Context: an optimization exercise on an open-source flow, tuned for small area and a short achievable clock period. The choices shown serve that exercise and are no tape-out recipe. At most, simulation tests tie the RTL to the original design; equivalence was not proved. Function not checked in runs 2 to 8: the RTL went through the layout flow alone. Power is estimated from default activity; no workload was simulated.

==> design.v <==
module comb_bit_reverser #(parameter WIDTH = 32) (
    input  wire [WIDTH-1:0] in_data,
    output wire [WIDTH-1:0] out_data
);
    genvar i;
    generate
        for (i = 0; i < WIDTH; i = i + 1) begin : gen_rev
            assign out_data[i] = in_data[WIDTH-1-i];
        end
    endgenerate
endmodule
module comb_block_mux #(
    parameter integer WIDTH = 32,
    parameter integer BLOCK = 16,
    parameter integer BLOCK_OFFSET = 0,
    parameter integer SHIFT_AMT = 1
)(
    input  wire [WIDTH-1:0] in_full,
    input  wire             do_shift,
    input  wire             fill_bit,
    output wire [BLOCK-1:0] out_block
);
    genvar j;
    generate
        for (j = 0; j < BLOCK; j = j + 1) begin : bit_logic
            localparam integer my_idx = BLOCK_OFFSET + j;
            localparam integer src_idx = my_idx + SHIFT_AMT;
            if (src_idx < WIDTH) begin
                assign out_block[j] = do_shift ? in_full[src_idx] : in_full[my_idx];
            end else begin
                assign out_block[j] = do_shift ? fill_bit : in_full[my_idx];
            end
        end
    endgenerate
endmodule
module pipelined_shifter_core #(
    parameter integer WIDTH = 32,  
    parameter integer BLOCK = 16    
)(
    input  wire             clk,
    input  wire [1:0]       opcode,
    input  wire [$clog2(WIDTH)-1:0] shamt, 
    input  wire             v_in,
    input  wire [WIDTH-1:0] din,
    output reg  [WIDTH-1:0] dout,
    output reg              v_out
);
    function integer clog2;
        input integer value;
        begin
            value = value - 1;
            for (clog2 = 0; value > 0; clog2 = clog2 + 1)
                value = value >> 1;
        end
    endfunction
    localparam integer STAGES = clog2(WIDTH);  
    reg [WIDTH-1:0] pipe_data  [STAGES:0]; 
    reg [STAGES-1:0] pipe_shamt [STAGES:0];  
    reg             pipe_fill  [STAGES:0];
    reg             pipe_rev   [STAGES:0];
    reg             pipe_valid [STAGES:0];
    wire [WIDTH-1:0] din_reversed;
    comb_bit_reverser #(.WIDTH(WIDTH)) rev_in (.in_data(din), .out_data(din_reversed));
    wire is_left  = (opcode == 2'b00);
    wire is_arith = (opcode == 2'b10);
    always @(posedge clk) begin
        pipe_data[STAGES]  <= is_left ? din_reversed : din;
        pipe_fill[STAGES]  <= is_arith ? din[WIDTH-1] : 1'b0;
        pipe_rev[STAGES]   <= is_left;
        pipe_shamt[STAGES] <= shamt;
        pipe_valid[STAGES] <= v_in;
    end
    genvar i, b;
    generate
        for (i = STAGES - 1; i >= 0; i = i - 1) begin : gen_stages
            localparam integer SHIFT_AMT = 1 << i;
            wire [WIDTH-1:0] stage_comb_res;
            for (b = 0; b < WIDTH/BLOCK; b = b + 1) begin : gen_blocks
                comb_block_mux #(
                    .WIDTH(WIDTH), 
                    .BLOCK(BLOCK), 
                    .BLOCK_OFFSET(b*BLOCK), 
                    .SHIFT_AMT(SHIFT_AMT)
                ) u_blk (
                    .in_full(pipe_data[i+1]), 
                    .do_shift(pipe_shamt[i+1][i]), 
                    .fill_bit(pipe_fill[i+1]),
                    .out_block(stage_comb_res[b*BLOCK +: BLOCK])
                );
            end
            always @(posedge clk) begin
                pipe_data[i]  <= stage_comb_res;
                pipe_shamt[i] <= pipe_shamt[i+1];  
                pipe_fill[i]  <= pipe_fill[i+1];
                pipe_rev[i]   <= pipe_rev[i+1];
                pipe_valid[i] <= pipe_valid[i+1];
            end
        end
    endgenerate
    wire [WIDTH-1:0] data_final_reversed;
    comb_bit_reverser #(.WIDTH(WIDTH)) rev_out (.in_data(pipe_data[0]), .out_data(data_final_reversed));
    always @(posedge clk) begin
        dout  <= pipe_rev[0] ? data_final_reversed : pipe_data[0];
        v_out <= pipe_valid[0];
    end
endmodule
module shifter_io_wrapper #(
    parameter integer WIDTH = 32,
    parameter integer BLOCK = 16
)(
    input  wire             clk,
    input  wire             v_in,
    input  wire [1:0]       opcode,
    input  wire [$clog2(WIDTH)-1:0] shamt, 
    input  wire [WIDTH-1:0] din,
    output wire [WIDTH-1:0] dout,
    output wire             v_out
);
    function integer clog2;
        input integer value;
        begin
            value = value - 1;
            for (clog2 = 0; value > 0; clog2 = clog2 + 1)
                value = value >> 1;
        end
    endfunction
    localparam SHAMT_W = clog2(WIDTH);
    (* IOB = "true" *) reg [WIDTH-1:0] din_iob;
    (* IOB = "true" *) reg [1:0]       opcode_iob;
    (* IOB = "true" *) reg [SHAMT_W-1:0] shamt_iob;
    (* IOB = "true" *) reg             v_iob;
    always @(posedge clk) begin
        din_iob    <= din;
        opcode_iob <= opcode;
        shamt_iob  <= shamt;
        v_iob      <= v_in;
    end
    wire [WIDTH-1:0] core_out;
    wire             core_vout;
    pipelined_shifter_core #(
        .WIDTH(WIDTH),
        .BLOCK(BLOCK)
    ) u_core (
        .clk   (clk),
        .opcode(opcode_iob),
        .shamt (shamt_iob),
        .v_in  (v_iob),
        .din   (din_iob),
        .dout  (core_out),
        .v_out (core_vout)
    );
    (* IOB = "true" *) reg [WIDTH-1:0] dout_iob;
    (* IOB = "true" *) reg             v_out_iob;
    always @(posedge clk) begin
        dout_iob  <= core_out;
        v_out_iob <= core_vout;
    end
    assign dout  = dout_iob;
    assign v_out = v_out_iob;
endmodule
==> run.sh <==
#!/bin/bash
# synth_recipe.tcl (not shown) runs the flow's synth.tcl, then flattens the netlist and writes it again
# the make line also repeats each setting of config.mk as NAME=value (left out here)
make -C /OpenROAD-flow-scripts/flow DESIGN_CONFIG=/design/flow/config.mk WORK_HOME=/design/flow/orfs CLKGATE_MAP_FILE= SYNTH_SCRIPT=/design/flow/synth_recipe.tcl finish
==> config.mk <==
export PLATFORM = sky130hd
export DESIGN_NAME = shifter_io_wrapper
export DESIGN_NICKNAME = shifter_io_wrapper
export VERILOG_FILES = /design/flow/design.v
export SDC_FILE = /design/flow/constraint.sdc
export NUM_CORES = 4
export LEC_CHECK = 0
export CAP_MARGIN = 20
export CORE_MARGIN = 2
export CORE_UTILIZATION = 40
export SLEW_MARGIN = 20
==> constraint.sdc <==
create_clock -name core_clock -period 2.5 [get_ports {clk}]
set_input_delay 0.5000 -clock core_clock [delete_from_list [all_inputs] [get_ports {clk}]]
set_output_delay 0.5000 -clock core_clock [all_outputs]
set_load 0.01 [all_outputs]
==> impl_metrics.csv, run 1 <==
group,metric,value,unit
run_status,status,"complete, no violations",
floorplan,floorplan.initialDensity,0.410,
worst_setup_path,crit_fanout,1,
yosys,synthDistinctLibCells,15,
clocking,clockBufferDepth,3,
yosys,syn_area,9350,sq um
clocking,cts-hold-fix-buffers,0,
worst_setup_path,end_kind,"output pin",
grt,first_global_vias,4350,
floorplan,core,22800,sq um
worst_setup_path,crit_path_start,"dout_iob[14]",
clocking,cts_tree,"done",
clocking,clk_latency,530,ps
floorplan,die_h,157,um
yosys,syn_nets,659,
worst_setup_path,cp_cell_sequence,"clkdlybuf4s50_1",
worst_setup_path,reg2reg_to,"u_core.pipe_data[5][25]",
place,globalplace.congestion,0.766,
worst_setup_path,worst-path-buf-inv,1,
grt,grt_max_degree,34,
worst_setup_path,max_stage_delay,530,ps
clocking,postCtsSetupRepairBufs,0,
place,place_hpwl,8.07,mm
routing,wl,12.2,mm
yosys,yosysWarnings,12,
clocking,cts-root-buf,"clkbuf_16",
timing,drv_slew,0,
routing,wire_per_inst,11.7,um
routing,viasPerCell,4.08,
routing,num_vias,4233,
cells_and_area,fin_nets,743,
clocking,post_cts_resized,0,
timing,timing.final.crit_share,0.745,
grt,grt_overflow_total,0,
grt,grt_pass1_wl,20.8,mm
timing,worst_pin_slew,834,ps
yosys,syn_inst,618,
routing,drtPass1Iterations,4,
cells_and_area,postLayoutCoreUtil,0.497,
yosys,synth-seq-area-share,0.707,
worst_setup_path,arrival,1360,ps
clocking,htree_num_levels,1,
worst_setup_path,slowest_stage,"clkdlybuf4s50_1",
power_and_ir_drop,p_leak,4.62,nW
cells_and_area,num_antenna_cells,0,
routing,ant_nets,0,
worst_setup_path,cp_top_family,"buffers and inverters",
hold_path,hp-start,"shamt_iob[0]",
place,port_buffers,73,
timing,setup_viol,0,
worst_setup_path,path_class,"reg -> out",
yosys,synthTopCellsByCount,"dfxtp_1, mux2_2, inv_1, o21ai_0, buf_6",
yosys,yosysTopAreaCell,"dfxtp_1",
timing,finalHoldViolCount,0,
hold_path,holdCritPathClass,"reg -> reg",
hold_path,min_to,"u_core.pipe_shamt[5][0]",
power_and_ir_drop,p_per_area,1030,nW/um^2
yosys,synth_top_area_frac,0.707,
grt,antenna_found_initial,0,
cells_and_area,syn_to_final_growth,21.1,%
grt,track_usage,0.102,
timing,postLayoutSetupSlackWorst,637,ps
yosys,ys_top_cells_by_area,"dfxtp_1, mux2_2, buf_6, o21ai_0, inv_1",
floorplan,floorplan.die_area,24600,sq um
floorplan,num_rows,55,
timing,fin_skew,5.57,ps
routing,drc_errors,0,
worst_setup_path,rrSetupSlack,970,ps
timing,relSlewSlack,0.443,
yosys,synth-seq-cells,330,
floorplan,ioPinCount,74,
run,maxCapViolCount,0,
yosys,syn_area_per_cell,15.1,sq um
hold_path,min_path_cells,0,
clocking,clock_sinks,330,
power_and_ir_drop,vdd_drop_max,0.538,mV
yosys,synthFlopType,"dfxtp_1",
yosys,async_reset_ff_frac,0,
place,place_ws,945,ps
timing,setup_tns,0,ps
yosys,synth_edf_count,0,
yosys,synth_most_common_cell,"dfxtp_1",
timing,rsz0062_at_grt,"false",
worst_setup_path,rr_startpoint,"opcode_iob[1]",
timing,fmax,537,MHz
floorplan,die_w,157,um
cells_and_area,drive_above_1_share,0.341,
cells_and_area,nFillCells,1945,
clocking,path_clk_slew,60,ps
routing,initialDrtViolationCount,92,
clocking,numCtsBuffers,31,
worst_setup_path,crit_required,2000,ps
timing,fin_crit,1860,ps
worst_setup_path,worst-r2r-cell-count,2,
worst_setup_path,cp-start-kind,"flop",
## per-stage QoR
stage          cell area [sq um]  hold WS [ps]  cells  power (mW)
2_1_floorplan               9350           310    618        6.70
3_3_place_gp               10300           311    982        7.06
3_5_place_dp               10300           312    982        7.07
4_1_cts                    11300           326   1038        11.8
5_1_grt                    11300           324   1038        12.1
6_report                   11300           323   1038        11.6
## registers in the layout, indices dropped and copies added, names as in the netlist, 2 cells and up
name / flops
u_core.pipe_rev: 6
opcode_iob: 2
u_core.pipe_data: 192
dout_iob: 32
din_iob: 32
u_core.pipe_valid: 6
u_core.pipe_fill: 5
shamt_iob: 5
u_core.pipe_shamt: 15
u_core.dout: 32
## cells in the final DEF (no fill, tap or decap), drive strengths merged
master	Yosys	final
dfxtp	330	330
mux2	194	194
clkdlybuf4s50	0	73
clkbuf	6	45
inv	30	30
o21ai	30	30
buf	22	6
clkinv	0	5
nand2	4	4
bufinv	0	4
clkinvlp	0	2
nor2	1	1
and3b	1	1
## worst max-delay path by stage
stage	cells after the start	slack (ps)	endpoint
after floorplan	3	1380	u_core.pipe_data[5][22]
after detailed placement	2	940	u_core.pipe_data[5][3]
after global placement	2	1030	u_core.pipe_data[5][9]
final	1	640	dout[14]
after global routing	1	570	dout[14]
after CTS	1	590	dout[31]
## area by class of cell
cell class | instances | area [sq um] | share of cell area
clock inverter | 11 | 160 | 0.0141
timing repair buffer | 79 | 776 | 0.0685
tap | 313 | 392 | 0.0346
sequential | 330 | 6610 | 0.584
multi-input combinational | 230 | 2370 | 0.210
inverter | 30 | 113 | 0.00995
clock buffer | 45 | 898 | 0.0794
## report_power, final
part / switching [mW] / leakage, nW / internal (mW)
Combinational: 0.269 / 1.34 / 0.565
Sequential: 0.230 / 2.77 / 5.89
Clock: 1.79 / 0.517 / 2.89
Total: 2.29 / 4.62 / 9.34
## cells by family after synthesis
group | share of synthesized area
flip-flops | 0.707
multiplexers | 0.234
buffers and inverters | 0.0390
AO/OA/AOI/OAI | 0.0161
AND/OR/NAND/NOR | 0.00388
## per-layer routing
layer,vias up,routed length (um),track usage
li1,2227,-,-
met1,1872,5700,0.130
met2,103,5500,0.170
met3,31,616,0.0252
met4,0,344,0.0345
met5,-,0,0
==> run 2: changes to the inputs <==
--- a/design.v
+++ b/design.v
@@ -111,50 +111,35 @@
     input  wire             clk,
     input  wire             v_in,
     input  wire [1:0]       opcode,
-    input  wire [$clog2(WIDTH)-1:0] shamt, 
-    input  wire [WIDTH-1:0] din,
-    output wire [WIDTH-1:0] dout,
-    output wire             v_out
+    input  wire [4:0]       shamt,
+    input  wire [31:0]      din,
+    output reg  [31:0]      dout,
+    output reg              v_out
 );
-    function integer clog2;
-        input integer value;
-        begin
-            value = value - 1;
-            for (clog2 = 0; value > 0; clog2 = clog2 + 1)
-                value = value >> 1;
-        end
-    endfunction
-    localparam SHAMT_W = clog2(WIDTH);
-    (* IOB = "true" *) reg [WIDTH-1:0] din_iob;
-    (* IOB = "true" *) reg [1:0]       opcode_iob;
-    (* IOB = "true" *) reg [SHAMT_W-1:0] shamt_iob;
-    (* IOB = "true" *) reg             v_iob;
+    integer i;
+    wire is_left = (opcode == 2'b00);
+    wire fill    = (opcode == 2'b10) & din[31];
+    reg [31:0] a0;
+    always @* for (i = 0; i < 32; i = i + 1) a0[i] = is_left ? din[31-i] : din[i];
+    wire [31:0] a1 = shamt[4] ? {{16{fill}}, a0[31:16]} : a0;
+    wire [31:0] a2 = shamt[3] ? {{8{fill}},  a1[31:8]}  : a1;
+    wire [31:0] a3 = shamt[2] ? {{4{fill}},  a2[31:4]}  : a2;
+    reg [31:0] m_data;
+    reg [1:0]  m_sh;
+    reg        m_fill, m_left, m_v;
     always @(posedge clk) begin
-        din_iob    <= din;
-        opcode_iob <= opcode;
-        shamt_iob  <= shamt;
-        v_iob      <= v_in;
+        m_data <= a3;
+        m_sh   <= shamt[1:0];
+        m_fill <= fill;
+        m_left <= is_left;
+        m_v    <= v_in;
     end
-    wire [WIDTH-1:0] core_out;
-    wire             core_vout;
-    pipelined_shifter_core #(
-        .WIDTH(WIDTH),
-        .BLOCK(BLOCK)
-    ) u_core (
-        .clk   (clk),
-        .opcode(opcode_iob),
-        .shamt (shamt_iob),
-        .v_in  (v_iob),
-        .din   (din_iob),
-        .dout  (core_out),
-        .v_out (core_vout)
-    );
-    (* IOB = "true" *) reg [WIDTH-1:0] dout_iob;
-    (* IOB = "true" *) reg             v_out_iob;
+    wire [31:0] b1 = m_sh[1] ? {{2{m_fill}}, m_data[31:2]} : m_data;
+    wire [31:0] b2 = m_sh[0] ? {m_fill, b1[31:1]} : b1;
+    reg [31:0] b3;
+    always @* for (i = 0; i < 32; i = i + 1) b3[i] = m_left ? b2[31-i] : b2[i];
     always @(posedge clk) begin
-        dout_iob  <= core_out;
-        v_out_iob <= core_vout;
+        dout  <= b3;
+        v_out <= m_v;
     end
-    assign dout  = dout_iob;
-    assign v_out = v_out_iob;
 endmodule
==> run 2 against run 1 <==
Still clean. Non-clock buffer count up 38. Sequential cell count down 260. Global-route usage rose by 11 points. Hold slack improved by 16 ps. Critical path type is now in -> reg. Critical endpoint is now m_data[2]. Highest routed layer unchanged.
==> impl_metrics.csv, run 2 <==
group,metric,value,unit
yosys,synth_edf_count,0,
clocking,path_clk_slew,80,ps
floorplan,floorplan.initialDensity,0.405,
cells_and_area,stdcell_area,5420,sq um
worst_setup_path,rrSetupSlack,750,ps
clocking,htree_num_levels,3,
clocking,clockBufferDepth,2,
cells_and_area,seq_area,1400,sq um
clocking,cts-hold-fix-buffers,0,
yosys,synthTopCellsByCount,"nand2_1, dfxtp_1, mux4_2",
power_and_ir_drop,power_frac_comb,0.288,
run,maxCapViolCount,0,
yosys,synthDistinctLibCells,45,
power_and_ir_drop,p_per_area,600,nW/um^2
timing,timing.final.crit_share,0.850,
clocking,post_cts_resized,0,
floorplan,ioPinCount,74,
yosys,syn_nets,462,
timing,fin_skew,11.3,ps
timing,worst_pin_slew,864,ps
cells_and_area,largestRegisters,"dout: 32 flops, m_data: 32 flops, m_sh: 2 flops",
cells_and_area,drive_above_1_share,0.231,
grt,grt_pass1_wl,18.9,mm
yosys,synth-seq-cells,70,
cells_and_area,final_cell_mix,"nand2_1, clkdlybuf4s50_1, dfxtp_1, buf_4, mux4_2",
cells_and_area,postLayoutCoreUtil,0.532,
clocking,clk_latency,340,ps
yosys,synthFlopType,"dfxtp_1",
floorplan,die_h,106,um
power_and_ir_drop,power,3.25,mW
routing,wl,11.8,mm
floorplan,num_rows,37,
run_status,status,"complete, no violations",
power_and_ir_drop,clkPwrFrac,0.297,
worst_setup_path,cp_cell_sequence,"clkdlybuf4s50_1, or2_4, inv_1, buf_4, mux4_2, nor3_1, nor3_1",
routing,wire_per_inst,18.2,um
cells_and_area,fin_nets,553,
worst_setup_path,worst-path-buf-inv,3,
power_and_ir_drop,seqPwrFrac,0.415,
floorplan,core,10200,sq um
cells_and_area,multi_input_area,2510,sq um
clocking,cts_tree,"done",
worst_setup_path,crit_required,2730,ps
power_and_ir_drop,switching_share,0.273,
routing,ant_nets,0,
worst_setup_path,crit_fanout,8,
floorplan,floorplan.die_area,11100,sq um
timing,fin_crit,2120,ps
worst_setup_path,rr_startpoint,"m_sh[0]",
timing,fmax,471,MHz
place,globalplace.congestion,0.943,
worst_setup_path,cp-start-kind,"primary input",
clocking,cts-root-buf,"clkbuf_8",
yosys,ys_top_cells_by_area,"dfxtp_1, mux4_2, nand2_1, mux2i_1, mux2_2",
grt,grt_max_degree,33,
routing,drtPass1Iterations,4,
cells_and_area,nFillCells,954,
grt,first_global_vias,3563,
timing,drv_slew,0,
power_and_ir_drop,vdd_drop_max,0.344,mV
worst_setup_path,arrival,2350,ps
timing,rsz0062_at_grt,"false",
worst_setup_path,reg2reg_to,"dout[17]",
yosys,syn_area_per_cell,9.79,sq um
routing,initialDrtViolationCount,196,
yosys,synth-seq-area-share,0.340,
worst_setup_path,cp_common_cell,"nor3_1",
hold_path,holdCritPathClass,"reg -> reg",
routing,viasPerCell,5.51,
cells_and_area,num_antenna_cells,0,
floorplan,die_w,106,um
cells_and_area,syn_to_final_growth,31.5,%
yosys,syn_inst,421,
worst_setup_path,max_stage_delay,490,ps
yosys,yosysTopAreaCell,"dfxtp_1",
place,place_hpwl,9.36,mm
worst_setup_path,slowest_stage,"mux4_2",
power_and_ir_drop,power.internal,2.36,mW
worst_setup_path,end_kind,"flop",
worst_setup_path,crit_path_start,"opcode[1]",
cells_and_area,final_common_cell,"nand2_1",
grt,track_usage,0.217,
routing,num_vias,3585,
place,port_buffers,73,
yosys,yosysWarnings,1,
yosys,syn_area,4120,sq um
yosys,synth_most_common_cell,"nand2_1",
timing,setup_viol,0,
worst_setup_path,worst-r2r-cell-count,4,
grt,grt_overflow_total,0,
yosys,synth_top_area_frac,0.340,
timing,setup_tns,0,ps
timing,finalHoldViolCount,0,
worst_setup_path,path_class,"in -> reg",
yosys,async_reset_ff_frac,0,
power_and_ir_drop,power.switching,0.887,mW
routing,drc_errors,0,
clocking,postCtsSetupRepairBufs,0,
worst_setup_path,endpoint,"m_data[2]",
worst_setup_path,cp_top_family,"buffers and inverters",
worst_setup_path,path_depth,7,
power_and_ir_drop,p_leak,2.21,nW
place,dpl_cell_area,5210,sq um
timing,relSlewSlack,0.424,
grt,antenna_found_initial,0,
clocking,clock_sinks,70,
clocking,numCtsBuffers,9,
-- run 2: cells by family (layout without fill, tap and decap cells) --
family | Yosys count | count (layout) | synth area share
AND/OR/NAND/NOR | 146 | 146 | 0.158
multiplexers | 83 | 83 | 0.322
AO/OA/AOI/OAI | 78 | 78 | 0.129
flip-flops | 70 | 70 | 0.340
buffers and inverters | 44 | 138 | 0.0510
-- run 2: layer usage --
layer / part of all wire / vias up / global-route usage
li1: - / 1738 / -
met1: 0.43 / 1657 / 0.278
met2: 0.47 / 155 / 0.350
met3: 0.053 / 35 / 0.0322
met4: 0.051 / 0 / 0.124
met5: 0 / - / 0
-- run 2: layout make-up --
cell class	count	area share
Multi-Input combinational cell	307	0.463
Sequential cell	70	0.259
Timing Repair Buffer	117	0.203
Clock buffer	10	0.0254
Clock inverter	4	0.0134
Inverter	7	0.00485
Tap cell	136	0.0314
-- run 2: how the worst min path moves through the flow --
stage	start	endpoint	slack [ps]	cells after the start
finish	m_v	v_out	340	0
global route	m_v	v_out	350	0
CTS	m_v	v_out	340	0
detailed placement	m_v	v_out	330	0
global placement	m_v	v_out	310	0
floorplan	m_v	v_out	310	0
-- run 2: power by group through the flow --
| stage | clock network [mW] | logic, mW | registers [mW] |
|---|---|---|---|
| floorplan | 0 | 0.485 | 1.39 |
| global placement | 0 | 0.930 | 1.37 |
| detailed placement | 0 | 0.931 | 1.38 |
| CTS | 0.994 | 0.934 | 1.35 |
| global route | 1.05 | 1.00 | 1.37 |
| finish | 0.964 | 0.936 | 1.35 |
-- run 2: stage by stage --
stage / hold slack, ps / worst slack [ps] / cells
2_1_floorplan: 310 / 511 / 421
3_3_place_gp: 312 / 69.8 / 637
3_5_place_dp: 326 / 26.0 / 637
4_1_cts: 344 / 393 / 651
5_1_grt: 353 / 291 / 651
6_report: 339 / 375 / 651
==> run 3: changes to the inputs <==
--- a/config.mk
+++ b/config.mk
@@ -8,4 +8,5 @@
 export CAP_MARGIN = 20
 export CORE_MARGIN = 2
 export CORE_UTILIZATION = 40
+export SETUP_SLACK_MARGIN = 1.0
 export SLEW_MARGIN = 20
==> run 3 against run 2 <==
Area after synthesis unchanged. Design area up 15%. Still clean. Largest cell class unchanged. Clock skew up 3.2 ps. Sequential power about the same. Cell count up 5.8%. Hold slack worse by 8.7 ps. First-iteration DRC count up 44%. Total power up 2.4%. Largest power group unchanged. Die area unchanged. Critical path depth up 1. Combinational power up about 10%.
==> impl_metrics.csv, run 3 <==
group,metric,value,unit
cells_and_area,final_cell_mix,"nand2_1, dfxtp_1, dlygate4sd2_1, buf_4, mux4_2",
yosys,synth_most_common_cell,"nand2_1",
floorplan,die_h,106,um
grt,antenna_found_initial,0,
cells_and_area,nFillCells,874,
worst_setup_path,rr_startpoint,"m_sh[1]",
yosys,synth-seq-area-share,0.340,
worst_setup_path,crit_required,2800,ps
worst_setup_path,max_stage_delay,350,ps
power_and_ir_drop,vdd_drop_max,0.429,mV
hold_path,hp-start,"m_v",
worst_setup_path,slowest_stage,"a222oi_1",
yosys,ys_top_cells_by_area,"dfxtp_1, mux4_2, nand2_1, mux2i_1, mux2_2",
hold_path,min_path_cells,0,
yosys,synthDistinctLibCells,45,
floorplan,die_w,106,um
yosys,syn_nets,462,
yosys,synthFlopType,"dfxtp_1",
place,dp.cells,638,
worst_setup_path,crit_fanout,14,
yosys,synth_top_area_frac,0.340,
yosys,synth_edf_count,0,
yosys,yosysWarnings,1,
worst_setup_path,cp-start-kind,"primary input",
worst_setup_path,rrSetupSlack,1110,ps
floorplan,floorplan.die_area,11100,sq um
yosys,synthTopCellsByCount,"nand2_1, dfxtp_1, mux4_2",
clocking,cts-root-buf,"clkbuf_8",
yosys,async_reset_ff_frac,0,
floorplan,core,10200,sq um
grt,grt_overflow_total,0,
grt,first_global_vias,3702,
timing,worst_pin_slew,844,ps
routing,ant_nets,0,
hold_path,holdCritPathClass,"reg -> reg",
timing,rsz0062_at_grt,"true",
timing,fin_crit,1690,ps
place,port_buffers,73,
clocking,clockBufferDepth,2,
worst_setup_path,path_class,"in -> reg",
routing,wire_per_inst,17.7,um
worst_setup_path,arrival,1990,ps
hold_path,min_to,"v_out",
cells_and_area,final_common_cell,"nand2_1",
floorplan,floorplan.initialDensity,0.405,
routing,drc_errors,0,
place,globalplace.congestion,0.926,
timing,finalHoldViolCount,0,
power_and_ir_drop,p_per_area,535,nW/um^2
run,maxCapViolCount,0,
place,dpl_cell_area,5300,sq um
yosys,syn_area_per_cell,9.79,sq um
timing,fmax,591,MHz
clocking,path_clk_slew,70,ps
cells_and_area,stdcell_area,6220,sq um
worst_setup_path,end_kind,"flop",
cells_and_area,drive_above_1_share,0.391,
power_and_ir_drop,p_leak,2.68,nW
grt,grt_pass1_wl,19.5,mm
yosys,syn_area,4120,sq um
clocking,cts_tree,"done",
run_status,status,"complete, no violations",
clocking,htree_num_levels,3,
clocking,clock_sinks,70,
clocking,clk_latency,350,ps
routing,wl,12.2,mm
yosys,syn_inst,421,
routing,num_vias,3773,
worst_setup_path,cp_top_family,"compound AO/OA/AOI/OAI gates",
routing,viasPerCell,5.48,
clocking,cts-hold-fix-buffers,0,
routing,initialDrtViolationCount,282,
worst_setup_path,path_depth,8,
timing,setup_viol,0,
routing,drtPass1Iterations,5,
yosys,yosysTopAreaCell,"dfxtp_1",
cells_and_area,num_antenna_cells,0,
worst_setup_path,reg2reg_to,"dout[28]",
timing,timing.final.crit_share,0.677,
cells_and_area,postLayoutCoreUtil,0.611,
worst_setup_path,worst-path-buf-inv,4,
grt,track_usage,0.225,
clocking,numCtsBuffers,9,
cells_and_area,syn_to_final_growth,50.9,%
grt,grt_max_degree,34,
cells_and_area,largestRegisters,"dout: 32 flops, m_data: 32 flops, m_sh: 2 flops",
timing,fin_skew,14.5,ps
floorplan,ioPinCount,74,
floorplan,num_rows,37,
worst_setup_path,worst-r2r-cell-count,4,
timing,drv_slew,0,
place,place_hpwl,9.14,mm
cells_and_area,final_cells,689,
cells_and_area,fin_nets,589,
yosys,synth-seq-cells,70,
timing,relSlewSlack,0.437,
worst_setup_path,cp_cell_sequence,"buf_8, buf_12, nor4b_4, a31oi_4, buf_6, a22o_1, a222oi_1, buf_4",
-- run 3: cell counts after synthesis --
No cell type changed its count.
-- run 3: report_power, final --
group | leakage (nW) | internal (mW) | switching, mW | total, mW
clock network | 0.106 | 0.559 | 0.398 | 0.958
registers | 0.587 | 1.26 | 0.0745 | 1.34
logic | 1.99 | 0.552 | 0.480 | 1.03
-- run 3: final cells by class --
cell class | instances | area [sq um] | area share
inverters | 7 | 36.3 | 0.00584
well taps | 136 | 170 | 0.0274
multi-input cells | 308 | 2930 | 0.471
flip-flops and latches | 70 | 1410 | 0.226
repair buffers | 152 | 1460 | 0.235
clock buffers | 10 | 128 | 0.0205
clock inverters | 6 | 86.3 | 0.0139
-- run 3: kinds of logic after synthesis --
| logic type | synth area share |
|---|---|
| AO/OA/AOI/OAI | 0.129 |
| AND/OR/NAND/NOR | 0.158 |
| flip-flops | 0.340 |
| multiplexers | 0.322 |
| buffers and inverters | 0.0510 |
-- run 3: how the worst max path moves through the flow --
stage	from	endpoint
floorplan	opcode[1]	m_data[10]
finish	opcode[1]	m_data[18]
CTS	opcode[1]	m_data[18]
global placement	opcode[1]	m_data[0]
global route	opcode[1]	m_data[18]
detailed placement	opcode[1]	m_data[0]
-- run 3: timing repair --
action / 4_1_cts / 5_1_grt
gates resized for setup: 135 / 53
buffers inserted: 20 / 13
gates cloned: 2 / 0
pin swaps: 29 / 30
endpoints found under the setup margin: 93 / 31
-- run 3: per-layer routing --
layer  wire [um]  up-vias  track usage
met5           0        -            0
met4         359        0       0.0836
met3         583       23       0.0390
met2        6220      149        0.392
met1        5050     1776        0.279
li1            -     1825            -
-- run 3: worst register-to-register path: stages, from the launching register on --
cell     delay [ps]
dfxtp_1         440
buf_8           270
mux4_2          360
nand2_1          80
o21ai_0          90
-- run 3: metrics by stage --
| step | worst slack, ps | total power, mW | TNS (ps) | hold slack (ps) |
|---|---|---|---|---|
| 3_5_place_dp | -97.5 | 2.31 | -167 | 317 |
| 6_report | 808 | 3.33 | 0 | 330 |
| 5_1_grt | 751 | 3.51 | 0 | 348 |
| 4_1_cts | 813 | 3.28 | 0 | 332 |
| 3_3_place_gp | -68.8 | 2.30 | -89.2 | 314 |
| 2_1_floorplan | 637 | 1.90 | 0 | 310 |
==> run 4: changes to the inputs <==
--- a/config.mk
+++ b/config.mk
@@ -8,5 +8,5 @@
 export CAP_MARGIN = 20
 export CORE_MARGIN = 2
 export CORE_UTILIZATION = 40
-export SETUP_SLACK_MARGIN = 1.0
+export SETUP_SLACK_MARGIN = 0.5
 export SLEW_MARGIN = 20
==> run 4 against run 3 <==
Via count is 3.0% lower. Sequential power hardly changed. Critical path type unchanged. Synthesized cell count stayed put. Highest routed layer unchanged. Fmax is 14% lower. Total power is 1.5% lower. Die area stayed put. Non-clock buffer count is 29 lower. Global-route usage is 0.62 points lower. Still clean on timing, DRC and antenna.
==> impl_metrics.csv, run 4 <==
group,metric,value,unit
routing,wire_per_inst,18.4,um
yosys,synthFlopType,"dfxtp_1",
yosys,syn_nets,462,
cells_and_area,final_cell_mix,"nand2_1, clkdlybuf4s50_1, dfxtp_1, buf_4, mux4_2",
floorplan,core,10200,sq um
yosys,yosysWarnings,1,
clocking,clk_latency,340,ps
routing,initialDrtViolationCount,243,
run,maxCapViolCount,0,
timing,timing.final.crit_share,0.790,
clocking,clockBufferDepth,2,
grt,antenna_found_initial,0,
timing,setup_viol,0,
worst_setup_path,path_class,"in -> reg",
timing,worst_pin_slew,859,ps
yosys,synth_most_common_cell,"nand2_1",
cells_and_area,fin_nets,559,
clocking,numCtsBuffers,9,
timing,drv_slew,0,
routing,num_vias,3659,
yosys,yosysTopAreaCell,"dfxtp_1",
yosys,synthTopCellsByCount,"nand2_1, dfxtp_1, mux4_2",
place,dp.cells,637,
routing,drc_errors,0,
hold_path,holdCritPathClass,"reg -> reg",
place,port_buffers,73,
cells_and_area,final_common_cell,"nand2_1",
run_status,status,"complete, no violations",
yosys,synth-seq-area-share,0.340,
place,globalplace.congestion,0.943,
timing,fin_crit,1980,ps
floorplan,ioPinCount,74,
cells_and_area,syn_to_final_growth,34.7,%
routing,viasPerCell,5.57,
timing,setup_tns,0,ps
timing,relSlewSlack,0.427,
timing,finalHoldViolCount,0,
floorplan,die_h,106,um
worst_setup_path,cp-start-kind,"primary input",
power_and_ir_drop,p_leak,2.29,nW
timing,fmax,506,MHz
yosys,syn_area_per_cell,9.79,sq um
floorplan,floorplan.die_area,11100,sq um
grt,met2_usage,0.355,
grt,grt_max_degree,33,
cells_and_area,largestRegisters,"dout: 32 flops, m_data: 32 flops, m_sh: 2 flops",
worst_setup_path,rrSetupSlack,760,ps
worst_setup_path,crit_fanout,4,
clocking,cts_tree,"done",
routing,wl,12.1,mm
floorplan,die_w,106,um
grt,track_usage,0.219,
floorplan,floorplan.initialDensity,0.405,
place,dpl_cell_area,5210,sq um
yosys,synth-seq-cells,70,
grt,grt_overflow_total,0,
grt,top_usage_layer,"met2",
cells_and_area,drive_above_1_share,0.251,
timing,rsz0062_at_grt,"false",
cells_and_area,final_cells,657,
floorplan,num_rows,37,
grt,use_met3,0.0315,
routing,drtPass1Iterations,5,
power_and_ir_drop,p_per_area,590,nW/um^2
yosys,synth_top_area_frac,0.340,
cells_and_area,stdcell_area,5550,sq um
place,place_hpwl,9.36,mm
clocking,cts-root-buf,"clkbuf_8",
yosys,ys_top_cells_by_area,"dfxtp_1, mux4_2, nand2_1, mux2i_1, mux2_2",
grt,grt_use_met1,0.278,
yosys,synthDistinctLibCells,45,
cells_and_area,num_antenna_cells,0,
worst_setup_path,end_kind,"flop",
power_and_ir_drop,vdd_drop_max,0.344,mV
cells_and_area,postLayoutCoreUtil,0.545,
yosys,syn_inst,421,
yosys,synth_edf_count,0,
worst_setup_path,arrival,2220,ps
yosys,async_reset_ff_frac,0,
routing,ant_nets,0,
worst_setup_path,crit_required,2740,ps
clocking,clock_sinks,70,
timing,fin_skew,12.4,ps
clocking,path_clk_slew,80,ps
yosys,syn_area,4120,sq um
grt,first_global_vias,3622,
clocking,cts-hold-fix-buffers,0,
clocking,htree_num_levels,3,
grt,grt_pass1_wl,19.1,mm
## run 4: cell counts after synthesis
Identical to the previous run, type by type.
## run 4: metrics by stage
| stage | worst slack (ps) | hold slack (ps) | total power, mW |
|---|---|---|---|
| 6_report | 525 | 339 | 3.28 |
| 5_1_grt | 520 | 353 | 3.44 |
| 4_1_cts | 494 | 344 | 3.29 |
| 3_5_place_dp | 26.0 | 326 | 2.31 |
| 3_3_place_gp | 69.8 | 312 | 2.30 |
| 2_1_floorplan | 511 | 310 | 1.87 |
## run 4: cell type report
cell class	instances	area [sq um]
Tap cell	136	170
Inverter	7	28.8
Clock buffer	10	138
Sequential cell	70	1400
Fill cell	939	4630
Timing Repair Buffer	123	1200
Multi-Input combinational cell	307	2540
Clock inverter	4	72.6
## run 4: where the power goes
group	leakage (nW)	switching (mW)	internal [mW]
clock	0.104	0.390	0.576
sequential	0.587	0.0827	1.27
combinational	1.59	0.426	0.537
total	2.29	0.899	2.38
## run 4: what timing repair did
item,CTS,global route
setup buffers,3,1
pin swaps,3,3
endpoints found under the setup margin,14,12
resized for setup,4,10
gates cloned,1,1
## run 4: final timing paths
kind,depth (start not counted),startpoint,to
setup / recovery,6,shamt[2],m_data[4]
hold / removal,0,m_v,v_out
setup reg to reg,4,m_sh[0],dout[17]
hold reg to reg,0,m_v,v_out
## run 4: worst max-delay path, stage by stage
cell	delay [ps]
clkdlybuf4s50_1	550
or2_2	390
nor2_1	280
a32o_1	310
nor3_2	60
buf_4	130
## run 4: per-layer routing
metal / vias up / wire length [um]
li1: 1750 / -
met1: 1713 / 5210
met2: 170 / 5710
met3: 26 / 676
met4: 0 / 501
met5: - / 0
## run 4: kinds of logic after synthesis
family / count (synthesis) / synth area share
AND/OR/NAND/NOR: 146 / 0.158
flip-flops: 70 / 0.340
multiplexers: 83 / 0.322
AO/OA/AOI/OAI: 78 / 0.129
buffers and inverters: 44 / 0.0510
==> run 5: changes to the inputs <==
--- a/config.mk
+++ b/config.mk
@@ -5,8 +5,8 @@
 export SDC_FILE = /design/flow/constraint.sdc
 export NUM_CORES = 4
 export LEC_CHECK = 0
+export ABC_AREA = 1
 export CAP_MARGIN = 20
 export CORE_MARGIN = 2
 export CORE_UTILIZATION = 40
-export SETUP_SLACK_MARGIN = 0.5
 export SLEW_MARGIN = 20
==> run 5 against run 4 <==
Design area shrank 10%. Area after synthesis down 1.3%. Clock skew shrank 2.3 ps. Global-route usage is 1.4 points lower. Combinational power fell by 18%. Critical endpoint is now m_data[24]. Non-clock buffer count down 38. Hold slack lost 5.7 ps. Core utilization fell by 3.8 points. Routed wire length shrank 9.0%. Worst setup slack improved by 120 ps.
==> impl_metrics.csv, run 5 <==
group,metric,value,unit
run_status,status,"complete, no violations",
clocking,clockBufferDepth,2,
worst_setup_path,cp_cell_sequence,"clkdlybuf4s50_1, inv_2, nand2_4, nand2_1, nand3_1, nand2_1, nand2_1, nand2_1, nand2_1, nand2_1",
yosys,yosysWarnings,1,
yosys,synthXorXnorAreaFrac,0,
yosys,synth_top_area_frac,0.345,
worst_setup_path,end_kind,"flop",
cells_and_area,syn_to_final_growth,22.3,%
cells_and_area,multi_input_area,2260,sq um
routing,drtPass1Iterations,7,
clocking,postCtsSetupRepairBufs,0,
worst_setup_path,max_stage_delay,570,ps
timing,timing.final.crit_share,0.741,
routing,drc_errors,0,
floorplan,floorplan.die_area,11000,sq um
yosys,yosysTopAreaCell,"dfxtp_1",
timing,setup_tns,0,ps
floorplan,die_w,105,um
yosys,synth_edf_count,0,
place,place_hpwl,8.32,mm
clocking,path_clk_slew,70,ps
floorplan,num_rows,36,
grt,grt_max_degree,35,
timing,fin_crit,1850,ps
timing,drv_slew,0,
clocking,cts-hold-fix-buffers,0,
yosys,yosys.area_share.adder,0,
place,port_buffers,73,
yosys,syn_nets,664,
timing,relSlewSlack,0.483,
yosys,synth_top_family_by_area,"simple AND/OR/NAND/NOR gates",
clocking,post_cts_resized,0,
worst_setup_path,crit_fanout,32,
routing,ant_nets,0,
yosys,syn_area,4070,sq um
yosys,synthMuxAreaShare,0.0345,
timing,finalHoldViolCount,0,
cells_and_area,final_cell_mix,"nand2_1, nand3_1, clkdlybuf4s50_1, dfxtp_1, o21ai_0",
worst_setup_path,crit_required,2730,ps
clocking,clock_sinks,70,
yosys,synth_most_common_cell,"nand2_1",
cells_and_area,drive_above_1_share,0.0868,
grt,antenna_found_initial,1,
yosys,synth-seq-area-share,0.345,
timing,fmax,540,MHz
grt,first_global_vias,3844,
cells_and_area,nFillCells,1061,
run,maxCapViolCount,0,
cells_and_area,seq_area,1400,sq um
worst_setup_path,cp_top_family,"simple AND/OR/NAND/NOR gates",
routing,initialDrtViolationCount,283,
hold_path,hp-start,"m_v",
clocking,cts-root-buf,"clkbuf_8",
clocking,numCtsBuffers,9,
timing,rsz0062_at_grt,"false",
worst_setup_path,rrSetupSlack,760,ps
cells_and_area,final_common_cell,"nand2_1",
worst_setup_path,worst-path-buf-inv,2,
power_and_ir_drop,p_per_area,578,nW/um^2
floorplan,die_h,105,um
clocking,htree_num_levels,3,
floorplan,floorplan.initialDensity,0.414,
routing,wire_per_inst,13.5,um
floorplan,core,9820,sq um
power_and_ir_drop,p_leak,2.41,nW
yosys,syn_area_per_cell,6.53,sq um
routing,num_vias,4223,
power_and_ir_drop,power,2.87,mW
worst_setup_path,reg2reg_to,"dout[30]",
floorplan,ioPinCount,74,
worst_setup_path,path_class,"in -> reg",
worst_setup_path,cp_common_cell,"nand2_1",
routing,wl,11.0,mm
yosys,syn_inst,623,
yosys,synthDistinctLibCells,25,
yosys,synth_compound_area_frac,0.0646,
grt,grt_overflow_total,0,
grt,track_usage,0.205,
yosys,async_reset_ff_frac,0,
yosys,synthTopCellsByCount,"nand2_1, nand3_1, dfxtp_1",
worst_setup_path,worst-r2r-cell-count,7,
power_and_ir_drop,vdd_drop_max,0.317,mV
yosys,synthFlopType,"dfxtp_1",
clocking,clk_latency,330,ps
worst_setup_path,cp-start-kind,"primary input",
timing,hold_slack,333,ps
clocking,cts_tree,"done",
timing,fin_skew,10.1,ps
cells_and_area,largestRegisters,"dout: 32 flops, m_data: 32 flops, m_sh: 2 flops",
cells_and_area,fin_nets,717,
worst_setup_path,arrival,2080,ps
hold_path,holdCritPathClass,"reg -> reg",
yosys,synth-seq-cells,70,
yosys,ys_top_cells_by_area,"dfxtp_1, nand3_1, nand2_1, o21ai_0, mux2i_1",
worst_setup_path,slowest_stage,"clkdlybuf4s50_1",
grt,grt_pass1_wl,18.2,mm
routing,viasPerCell,5.19,
yosys,synth-simple-area-share,0.456,
timing,setup_viol,0,
hold_path,min_path_cells,0,
hold_path,min_to,"v_out",
timing,worst_pin_slew,775,ps
worst_setup_path,rr_startpoint,"m_sh[1]",
place,globalplace.congestion,0.893,
==> run 5: how the worst max path moves through the flow <==
stage,start,end,slack [ps],cells past startpoint
after floorplan,shamt[3],m_data[16],1120,6
after global placement,opcode[0],m_data[24],330,10
after detailed placement,opcode[1],m_data[24],300,10
after CTS,opcode[1],m_data[24],650,10
after global routing,opcode[0],m_data[24],470,10
final,opcode[0],m_data[24],650,10
==> run 5: through the flow <==
step                      cell area, sq um  setup slack [ps]  std cells  utilization
after CTS                             4970               652        813        0.506
after global routing                  4970               471        813        0.506
after floorplan                       4070              1120        623            -
after detailed placement              4810               296        798        0.490
after global placement                4810               331        798        0.490
final                                 4980               649        814        0.507
==> run 5: where the power goes <==
part	leakage [nW]	internal, mW	switching, mW
Clock	0.0813	0.352	0.422
Sequential	0.588	1.25	0.0595
Combinational	1.74	0.356	0.432
==> run 5: routing by layer <==
metal  vias to the layer above  track usage  part of all wire
li1                       2153            -                 -
met4                         0       0.0857             0.028
met2                       136        0.350              0.48
met3                        24       0.0293             0.053
met1                      1910        0.257              0.44
met5                         -            0                 0
==> run 5: final cells by class <==
class / count / area share
Antenna cell: 1 / 0.000503
Clock buffer: 9 / 0.0249
Clock inverter: 6 / 0.00779
Inverter: 41 / 0.0309
Multi-Input combinational cell: 469 / 0.453
Sequential cell: 70 / 0.282
Tap cell: 133 / 0.0334
Timing Repair Buffer: 85 / 0.167
==> run 5: cells by family after synthesis <==
group                  Yosys count
buffers and inverters           84
muxes                           14
DFF                             70
AOI/OAI and AO/OA               52
and+or+nand+nor                403
==> run 6: changes to the inputs <==
==> flow/run.sh (new file) <==
#!/bin/bash
# Standard ORFS layout; only the cell used for the port buffers differs.
set -euo pipefail
bash standard.sh "BUFFER_PORTS_ARGS=-buffer_cell sky130_fd_sc_hd__buf_2" finish > standard_flow.log 2>&1
==> standard.sh (new file) <==
#!/bin/bash
# synth_recipe.tcl (not shown) runs the flow's synth.tcl, then flattens the netlist and writes it again
# the make line also repeats each setting of config.mk as NAME=value (left out here)
make -C /OpenROAD-flow-scripts/flow DESIGN_CONFIG=/design/flow/config.mk WORK_HOME=/design/flow/orfs CLKGATE_MAP_FILE= SYNTH_SCRIPT=/design/flow/synth_recipe.tcl "${@:-finish}"
removed: run.sh
==> run 6 against run 5 <==
Area after synthesis unchanged. Critical path depth decreased by 5. Total power increased by 0.91%. Combinational power decreased by 13%. Sequential power about the same. Register-to-register slack about the same. Design area decreased by 7.1%. Sequential share of layout area increased by 2.1 points. Clock-buffer cell count increased by 3. Routed wire length decreased by 4.3%. Critical endpoint is now dout[31]. Largest power group unchanged. Highest routed layer unchanged.
==> impl_metrics.csv, run 6 <==
group,metric,value,unit
hold_path,holdCritPathClass,"in -> reg",
timing,setup_viol,0,
yosys,synthDistinctLibCells,25,
yosys,synthFlopType,"dfxtp_1",
worst_setup_path,end_kind,"flop",
clocking,clk_latency,340,ps
clocking,path_clk_slew,70,ps
routing,initialDrtViolationCount,368,
routing,wl,10.5,mm
worst_setup_path,slowest_stage,"o21ai_0",
grt,track_usage,0.198,
timing,timing.final.crit_share,0.694,
yosys,syn_nets,664,
routing,ant_nets,0,
clocking,cts-root-buf,"clkbuf_8",
routing,num_vias,4187,
worst_setup_path,max_stage_delay,490,ps
yosys,synth-seq-cells,70,
worst_setup_path,crit_fanout,22,
routing,drc_errors,0,
cells_and_area,num_antenna_cells,0,
floorplan,num_rows,36,
yosys,synth_most_common_cell,"nand2_1",
timing,relSlewSlack,0.461,
timing,fin_crit,1740,ps
grt,grt_overflow_total,0,
cells_and_area,syn_to_final_growth,13.7,%
power_and_ir_drop,p_leak,2.43,nW
power_and_ir_drop,p_per_area,627,nW/um^2
clocking,cts_tree,"done",
place,dp.cells,795,
grt,use_met3,0.0312,
clocking,cts-hold-fix-buffers,0,
worst_setup_path,cp_common_cell,"o21ai_0",
timing,fmax,576,MHz
yosys,synthTopCellsByCount,"nand2_1, nand3_1, dfxtp_1",
timing,finalHoldViolCount,0,
yosys,syn_area_per_cell,6.53,sq um
cells_and_area,nFillCells,1057,
timing,setup_tns,0,ps
worst_setup_path,rrSetupSlack,760,ps
floorplan,die_w,105,um
routing,viasPerCell,5.16,
yosys,async_reset_ff_frac,0,
worst_setup_path,cp-start-kind,"flop",
clocking,postCtsSetupRepairBufs,0,
yosys,synth-seq-area-share,0.345,
grt,top_usage_layer,"met2",
yosys,yosysWarnings,1,
clocking,post_cts_resized,0,
floorplan,floorplan.die_area,11000,sq um
cells_and_area,fin_nets,714,
worst_setup_path,path_class,"reg -> reg",
clocking,numCtsBuffers,9,
power_and_ir_drop,vdd_drop_max,0.273,mV
worst_setup_path,cp_cell_sequence,"inv_1, a21boi_0, o21ai_0, nand2_1, o21ai_0",
clocking,htree_num_levels,3,
place,port_buffers,73,
floorplan,core,9820,sq um
timing,fin_skew,8.65,ps
clocking,clockBufferDepth,2,
cells_and_area,final_cells,811,
grt,first_global_vias,3816,
floorplan,die_h,105,um
yosys,yosysTopAreaCell,"dfxtp_1",
worst_setup_path,crit_required,2760,ps
cells_and_area,final_cell_mix,"nand2_1, nand3_1, buf_2, dfxtp_1, o21ai_0",
yosys,synth_edf_count,0,
worst_setup_path,arrival,2000,ps
yosys,syn_inst,623,
grt,antenna_found_initial,0,
grt,grt_pass1_wl,17.7,mm
run,maxCapViolCount,0,
cells_and_area,drive_above_1_share,0.190,
grt,grt_use_met1,0.248,
yosys,ys_top_cells_by_area,"dfxtp_1, nand3_1, nand2_1, o21ai_0, mux2i_1",
grt,grt_max_degree,35,
place,place_hpwl,8.01,mm
routing,wire_per_inst,13.0,um
cells_and_area,largestRegisters,"dout: 32 flops, m_data: 32 flops, m_sh: 2 flops",
yosys,synth_top_area_frac,0.345,
timing,worst_pin_slew,808,ps
cells_and_area,final_common_cell,"nand2_1",
routing,drtPass1Iterations,5,
yosys,syn_area,4070,sq um
grt,met2_usage,0.337,
timing,drv_slew,0,
timing,postLayoutSetupSlackWorst,764,ps
timing,rsz0062_at_grt,"false",
place,place_ws,625,ps
clocking,clock_sinks,70,
place,globalplace.congestion,0.950,
floorplan,floorplan.initialDensity,0.414,
floorplan,ioPinCount,74,
run_status,status,"complete, no violations",
## run 6: metrics by stage
step | hold slack [ps] | util | total power [mW] | instance area, sq um
3_3_place_gp | 310 | 0.450 | 2.01 | 4420
6_report | 261 | 0.471 | 2.90 | 4620
4_1_cts | 245 | 0.471 | 2.92 | 4620
5_1_grt | 239 | 0.471 | 3.08 | 4620
2_1_floorplan | 310 | - | 1.80 | 4070
3_5_place_dp | 317 | 0.450 | 2.01 | 4420
## run 6: kinds of logic (layout without fill, tap and decap cells)
kind of cell,after synthesis,count (layout),share of synthesized area
AOI/OAI and AO/OA,52,52,0.0646
DFF,70,70,0.345
muxes,14,14,0.0344
buffers and inverters,84,139,0.101
and+or+nand+nor,403,403,0.456
## run 6: layout make-up
| class | instances | area, sq um | share of cell area |
|---|---|---|---|
| repair buffers | 82 | 445 | 0.0963 |
| multi-input cells | 469 | 2260 | 0.488 |
| clock buffers | 12 | 155 | 0.0336 |
| well taps | 133 | 166 | 0.0360 |
| clock inverters | 4 | 45.0 | 0.00974 |
| inverters | 41 | 154 | 0.0333 |
| flip-flops and latches | 70 | 1400 | 0.303 |
## run 6: path summary, 6_finish.rpt
kind              startpoint        to  cells after the start
setup reg to reg     m_sh[1]  dout[31]                      5
hold reg to reg          m_v     v_out                      0
setup / recovery     m_sh[1]  dout[31]                      5
hold / removal          v_in       m_v                      1
## run 6: layer usage
metal / vias to the layer above / routed length, um
li1: 2147 / -
met1: 1880 / 4710
met2: 137 / 5030
met3: 23 / 521
met4: 0 / 276
met5: - / 0
## run 6: power by group
part | total [mW] | switching, mW | leakage (nW) | internal [mW]
Combinational | 0.685 | 0.435 | 1.74 | 0.249
Sequential | 1.30 | 0.0506 | 0.588 | 1.25
Clock | 0.913 | 0.402 | 0.106 | 0.510
Total | 2.90 | 0.888 | 2.43 | 2.01
## run 6: critical path, delay by kind of cell (launching register included)
| family | cells | cell delay [ps] |
|---|---|---|
| DFF | 1 | 310 |
| and+or+nand+nor | 1 | 90 |
| AOI/OAI and AO/OA | 3 | 820 |
| buffers and inverters | 1 | 430 |
==> run 7: changes to the inputs <==
==> flow/run.sh (replaced) <==
#!/bin/bash
# Standard ORFS layout; only the cell used for the port buffers differs.
set -euo pipefail
bash standard.sh "BUFFER_PORTS_ARGS=-buffer_cell sky130_fd_sc_hd__buf_1" finish > standard_flow.log 2>&1
==> run 7 against run 6 <==
Critical path depth is 1 lower. Worst setup slack improved by 15 ps. Hold slack got worse by 20 ps. Total power increased by 5.8%. Sequential power about the same. Sequential cell count did not move. Fmax up 0.86%. Critical endpoint is now dout[30]. Non-clock buffer count fell by 1. Via count shrank 1.5%. Critical path type unchanged. Combinational power is 5.1% lower. Clock-buffer cell count down 1. Clock skew about the same.
==> impl_metrics.csv, run 7 <==
group,metric,value,unit
floorplan,num_rows,36,
cells_and_area,largestRegisters,"dout: 32 flops, m_data: 32 flops, m_sh: 2 flops",
yosys,synth_top_area_frac,0.345,
clocking,postCtsSetupRepairBufs,0,
cells_and_area,final_cell_mix,"nand2_1, nand3_1, buf_1, dfxtp_1, o21ai_0",
cells_and_area,nFillCells,1056,
timing,fin_skew,8.84,ps
cells_and_area,final_common_cell,"nand2_1",
place,place_ws,512,ps
timing,drv_slew,0,
timing,rsz0062_at_grt,"false",
worst_setup_path,max_stage_delay,610,ps
routing,drc_errors,0,
grt,grt_pass1_wl,17.5,mm
routing,num_vias,4125,
place,port_buffers,73,
grt,use_met3,0.0331,
yosys,ys_top_cells_by_area,"dfxtp_1, nand3_1, nand2_1, o21ai_0, mux2i_1",
cells_and_area,num_antenna_cells,0,
timing,worst_pin_slew,1020,ps
routing,ant_nets,0,
yosys,synthFlopType,"dfxtp_1",
cells_and_area,multi_input_area,2260,sq um
power_and_ir_drop,p_per_area,673,nW/um^2
yosys,yosysTopAreaCell,"dfxtp_1",
run,maxCapViolCount,0,
grt,grt_max_degree,35,
worst_setup_path,end_kind,"flop",
cells_and_area,syn_to_final_growth,12.1,%
worst_setup_path,cp-start-kind,"flop",
timing,fmax,581,MHz
yosys,yosysWarnings,1,
timing,setup_tns,0,ps
cells_and_area,stdcell_area,4560,sq um
grt,grt_use_met1,0.245,
hold_path,holdCritPathClass,"in -> reg",
routing,drtPass1Iterations,4,
cells_and_area,postLayoutCoreUtil,0.464,
yosys,syn_area,4070,sq um
routing,wl,10.6,mm
yosys,synth-seq-cells,70,
clocking,clock_sinks,70,
grt,first_global_vias,3868,
worst_setup_path,arrival,1990,ps
worst_setup_path,worst-r2r-cell-count,4,
worst_setup_path,cp_common_cell,"o21ai_0",
clocking,cts-hold-fix-buffers,0,
yosys,synthTopCellsByCount,"nand2_1, nand3_1, dfxtp_1",
yosys,synth-seq-area-share,0.345,
cells_and_area,fin_nets,713,
clocking,clk_latency,340,ps
clocking,numCtsBuffers,9,
timing,fin_crit,1720,ps
yosys,syn_area_per_cell,6.53,sq um
run_status,status,"complete, no violations",
place,place_hpwl,7.93,mm
routing,wire_per_inst,13.1,um
yosys,syn_inst,623,
yosys,synth_edf_count,0,
place,dpl_cell_area,4310,sq um
floorplan,die_w,105,um
worst_setup_path,cp_cell_sequence,"inv_2, o21ai_0, nand2_1, o21ai_0",
power_and_ir_drop,p_leak,2.23,nW
cells_and_area,final_cells,810,
clocking,cts_tree,"done",
clocking,cts-root-buf,"clkbuf_8",
place,globalplace.congestion,0.916,
clocking,path_clk_slew,70,ps
place,dp.cells,794,
worst_setup_path,path_class,"reg -> reg",
yosys,synthDistinctLibCells,25,
timing,relSlewSlack,0.322,
clocking,post_cts_resized,0,
worst_setup_path,crit_required,2770,ps
grt,antenna_found_initial,0,
timing,setup_viol,0,
grt,grt_overflow_total,0,
cells_and_area,drive_above_1_share,0.0812,
yosys,synth_most_common_cell,"nand2_1",
floorplan,core,9820,sq um
yosys,async_reset_ff_frac,0,
clocking,htree_num_levels,3,
power_and_ir_drop,vdd_drop_max,0.320,mV
yosys,syn_nets,664,
timing,finalHoldViolCount,0,
worst_setup_path,slowest_stage,"dfxtp_1",
timing,timing.final.crit_share,0.689,
grt,track_usage,0.197,
hold_path,min_path_cells,1,
worst_setup_path,crit_fanout,34,
floorplan,floorplan.die_area,11000,sq um
floorplan,floorplan.initialDensity,0.414,
cells_and_area,seq_area,1400,sq um
floorplan,ioPinCount,74,
timing,postLayoutSetupSlackWorst,779,ps
clocking,clockBufferDepth,2,
floorplan,die_h,105,um
grt,met2_usage,0.329,
routing,viasPerCell,5.09,
routing,initialDrtViolationCount,208,
grt,top_usage_layer,"met2",
[run 7: changes by cell type in the layout (fill, tap and decap cells not counted)]
cell        before  now
clkbuf_8        11   10
clkinvlp_4       0    1
clkinv_2         3    0
buf_2           73    0
clkinv_4         0    1
buf_12           1    0
bufinv_16        1    3
buf_1            0   73
[run 7: logic make-up after synthesis]
kind of cell,synth area share
AO/OA/AOI/OAI,0.0646
buffers and inverters,0.101
AND/OR/NAND/NOR,0.456
flip-flops,0.345
multiplexers,0.0344
[run 7: path summary, 6_finish.rpt]
check                           startpoint        to  slack (ps)
worst max-delay path               m_sh[0]  dout[30]         780
worst max register to register     m_sh[0]  dout[30]         780
worst min-delay path                  v_in       m_v         240
worst min register to register         m_v     v_out         330
[run 7: per-layer routing]
| metal | vias up | wire length (um) | part of all wire |
|---|---|---|---|
| met5 | - | 0 | 0 |
| met3 | 30 | 517 | 0.049 |
| met1 | 1834 | 4860 | 0.46 |
| met2 | 121 | 4880 | 0.46 |
| li1 | 2140 | - | - |
| met4 | 0 | 338 | 0.032 |
[run 7: layout make-up]
| type | count | area share |
|---|---|---|
| timing repair buffer | 81 | 0.0733 |
| clock buffer | 11 | 0.0310 |
| tap | 133 | 0.0365 |
| multi-input combinational | 469 | 0.495 |
| sequential | 70 | 0.307 |
| inverter | 41 | 0.0338 |
| clock inverter | 5 | 0.0233 |
[run 7: critical path: cells and delay by family (launching register included)]
| family | cells | cell delay, ps |
|---|---|---|
| and+or+nand+nor | 1 | 80 |
| buffers and inverters | 1 | 340 |
| AOI/OAI and AO/OA | 2 | 600 |
| DFF | 1 | 610 |
[run 7: report_power, final]
part	switching, mW	total, mW	internal (mW)	leakage (nW)
registers	0.0591	1.31	1.25	0.588
logic	0.431	0.650	0.219	1.52
clock network	0.414	1.11	0.692	0.120
[run 7: stage by stage]
step | hold WS [ps] | total power, mW
6_report | 241 | 3.07
5_1_grt | 230 | 3.25
4_1_cts | 231 | 3.09
3_5_place_dp | 319 | 1.99
3_3_place_gp | 311 | 1.98
2_1_floorplan | 310 | 1.80
==> run 8: changes to the inputs <==
--- a/config.mk
+++ b/config.mk
@@ -9,4 +9,5 @@
 export CAP_MARGIN = 20
 export CORE_MARGIN = 2
 export CORE_UTILIZATION = 40
+export SETUP_SLACK_MARGIN = 0.8
 export SLEW_MARGIN = 20
==> run 8 against run 7 <==
Critical endpoint is now dout[31]. Sequential cell count did not move. Routed wire length is 0.38% higher. Still clean. Register-to-register slack better by 140 ps.
==> impl_metrics.csv, run 8 <==
group,metric,value,unit
run_status,status,"complete, no violations",
cells_and_area,syn_to_final_growth,12.4,%
cells_and_area,final_cells,810,
routing,num_vias,4131,
yosys,synth_top_area_frac,0.345,
timing,relSlewSlack,0.341,
grt,top_usage_layer,"met2",
timing,timing.final.crit_share,0.632,
routing,drc_errors,0,
routing,wl,10.6,mm
grt,first_global_vias,3868,
clocking,htree_num_levels,3,
routing,wire_per_inst,13.1,um
clocking,clockBufferDepth,2,
worst_setup_path,crit_path_start,"m_sh[1]",
worst_setup_path,path_depth,6,
routing,initialDrtViolationCount,195,
power_and_ir_drop,p_per_area,672,nW/um^2
cells_and_area,drive_above_1_share,0.0842,
cells_and_area,seq_area,1400,sq um
worst_setup_path,cp_common_cell,"nand2_1",
yosys,ys_top_cells_by_area,"dfxtp_1, nand3_1, nand2_1, o21ai_0, mux2i_1",
hold_path,holdCritPathClass,"in -> reg",
floorplan,ioPinCount,74,
place,port_buffers,73,
place,place_hpwl,7.93,mm
worst_setup_path,max_stage_delay,380,ps
timing,hold_slack,237,ps
cells_and_area,nFillCells,1056,
yosys,syn_nets,664,
clocking,cts-root-buf,"clkbuf_8",
grt,use_met3,0.0331,
worst_setup_path,reg2reg_to,"dout[31]",
clocking,path_clk_slew,70,ps
timing,fmax,632,MHz
yosys,syn_area,4070,sq um
worst_setup_path,worst-r2r-cell-count,6,
worst_setup_path,slowest_stage,"dfxtp_1",
yosys,synth-seq-cells,70,
run,maxCapViolCount,0,
power_and_ir_drop,vdd_drop_max,0.319,mV
routing,ant_nets,0,
grt,grt_pass1_wl,17.5,mm
yosys,syn_inst,623,
worst_setup_path,crit_required,2770,ps
timing,drv_slew,0,
worst_setup_path,path_class,"reg -> reg",
worst_setup_path,cp_cell_sequence,"buf_4, nand2_1, a21boi_0, o21ai_1, nand2_1, o21ai_0",
worst_setup_path,arrival,1850,ps
timing,setup_viol,0,
floorplan,floorplan.die_area,11000,sq um
cells_and_area,final_cell_mix,"nand2_1, nand3_1, buf_1, dfxtp_1, o21ai_0",
cells_and_area,fin_nets,713,
timing,fin_crit,1580,ps
hold_path,min_path_cells,1,
cells_and_area,num_antenna_cells,0,
worst_setup_path,cp-start-kind,"flop",
yosys,synthFlopType,"dfxtp_1",
yosys,synth_most_common_cell,"nand2_1",
worst_setup_path,rrSetupSlack,920,ps
worst_setup_path,end_kind,"flop",
power_and_ir_drop,power,3.07,mW
cells_and_area,largestRegisters,"dout: 32 flops, m_data: 32 flops, m_sh: 2 flops",
yosys,async_reset_ff_frac,0,
clocking,postCtsSetupRepairBufs,0,
clocking,numCtsBuffers,9,
timing,rsz0062_at_grt,"true",
cells_and_area,multi_input_area,2260,sq um
timing,fin_skew,8.95,ps
grt,met2_usage,0.329,
yosys,yosysWarnings,1,
timing,finalHoldViolCount,0,
timing,worst_pin_slew,987,ps
power_and_ir_drop,p_leak,2.22,nW
clocking,cts_tree,"done",
worst_setup_path,cp_top_family,"compound AO/OA/AOI/OAI gates",
cells_and_area,final_common_cell,"nand2_1",
floorplan,die_h,105,um
grt,grt_max_degree,35,
clocking,clk_latency,350,ps
place,dp.cells,794,
yosys,syn_area_per_cell,6.53,sq um
floorplan,num_rows,36,
yosys,synth-seq-area-share,0.345,
grt,antenna_found_initial,0,
routing,drtPass1Iterations,5,
grt,grt_use_met1,0.245,
yosys,synth_edf_count,0,
worst_setup_path,rr_startpoint,"m_sh[1]",
yosys,synthDistinctLibCells,25,
worst_setup_path,crit_fanout,29,
timing,setup_tns,0,ps
place,dpl_cell_area,4310,sq um
worst_setup_path,worst-path-buf-inv,1,
routing,viasPerCell,5.10,
floorplan,core,9820,sq um
grt,track_usage,0.197,
grt,grt_overflow_total,0,
worst_setup_path,endpoint,"dout[31]",
floorplan,floorplan.initialDensity,0.414,
place,globalplace.congestion,0.916,
floorplan,die_w,105,um
yosys,yosysTopAreaCell,"dfxtp_1",
yosys,synthTopCellsByCount,"nand2_1, nand3_1, dfxtp_1",
cells_and_area,stdcell_area,4570,sq um
clocking,clock_sinks,70,
run 8: cell counts after synthesis:
Identical to the previous run, type by type.
run 8: through the flow:
stage                util  setup slack (ps)
global route        0.466               785
finish              0.466               919
global placement    0.439               531
detailed placement  0.439               512
CTS                 0.464               810
floorplan               -              1120
run 8: what timing repair did:
item | in CTS | in global routing
endpoints found under the setup margin | 2 | 37
pin swaps | 0 | 0
hold buffers | 0 | 0
cloned | 0 | 0
gates resized for setup | 1 | 4
run 8: layer usage:
metal	share of wire	wire, um
met4	0.033	353
met3	0.051	539
met5	0	0
met1	0.45	4830
met2	0.46	4920
run 8: logic make-up after synthesis:
family                 synth area share
AND/OR/NAND/NOR                   0.456
buffers and inverters             0.101
flip-flops                        0.345
AO/OA/AOI/OAI                    0.0646
multiplexers                     0.0344
run 8: how the worst min path moves through the flow:
stage	slack, ps	startpoint	end
2_1_floorplan	310	m_v	v_out
3_3_place_gp	310	m_v	v_out
3_5_place_dp	320	m_v	v_out
4_1_cts	230	v_in	m_v
5_1_grt	230	shamt[0]	m_sh[0]
6_report	240	v_in	m_v
run 8: area by class of cell:
class | instances | area share
Clock buffer | 11 | 0.0309
Clock inverter | 5 | 0.0233
Inverter | 41 | 0.0345
Multi-Input combinational cell | 469 | 0.495
Sequential cell | 70 | 0.307
Tap cell | 133 | 0.0364
Timing Repair Buffer | 81 | 0.0731
run 8: worst register-to-register path: stages (launching register included):
cell and delay [ps]:
dfxtp_1 380, buf_4 360, nand2_1 130, a21boi_0 160, o21ai_1 320, nand2_1 80, o21ai_0 90
run 8: power breakdown:
group	total, mW	internal (mW)	leakage (nW)	switching, mW
clock	1.11	0.692	0.120	0.415
sequential	1.31	1.25	0.588	0.0595
combinational	0.652	0.220	1.51	0.433

==> separate check: timing with driven ports <==
No port has a modelled driver above. Below, the same layouts with a new extraction and two added sets of constraints. Step 1: set_driving_cell puts a clkbuf_16 on clk and a buf_2 on each other input, an assumption about the parent block. Step 2, shift: input delay + t, output delay - t, t = (earliest + latest rising clock arrival at the registers) / 2. This alone moves slack from input paths to output paths. a / b / c = ideal ports / drivers / drivers and shift; a / b = the first two.
run | shift t [ns] | setup slack, ns | hold WS [ns] | worst register clock-pin slew, ns
run 1 | 0.567 | 0.637 / 0.596 / 0.970 | 0.323 / 0.323 / 0.323 | 0.06 / 0.06
run 2 | 0.361 | 0.375 / 0.383 / 0.022 | 0.339 / 0.339 / 0.339 | 0.08 / 0.08
run 3 | 0.368 | 0.808 / 0.797 / 0.428 | 0.330 / 0.330 / 0.330 | 0.08 / 0.08
run 4 | 0.362 | 0.525 / 0.534 / 0.172 | 0.339 / 0.339 / 0.339 | 0.08 / 0.08
run 5 | 0.361 | 0.649 / 0.660 / 0.299 | 0.333 / 0.333 / 0.333 | 0.08 / 0.08
run 6 | 0.368 | 0.764 / 0.764 / 0.617 | 0.261 / 0.249 / 0.331 | 0.07 / 0.07
run 7 | 0.371 | 0.779 / 0.779 / 0.487 | 0.241 / 0.233 / 0.332 | 0.07 / 0.07
run 8 | 0.374 | 0.919 / 0.919 / 0.611 | 0.237 / 0.229 / 0.332 | 0.07 / 0.07
After both steps setup and hold are still met in every run listed. For run 3, which loses most, drivers alone change the setup slack by -0.011 ns; drivers and shift together by -0.380 ns.
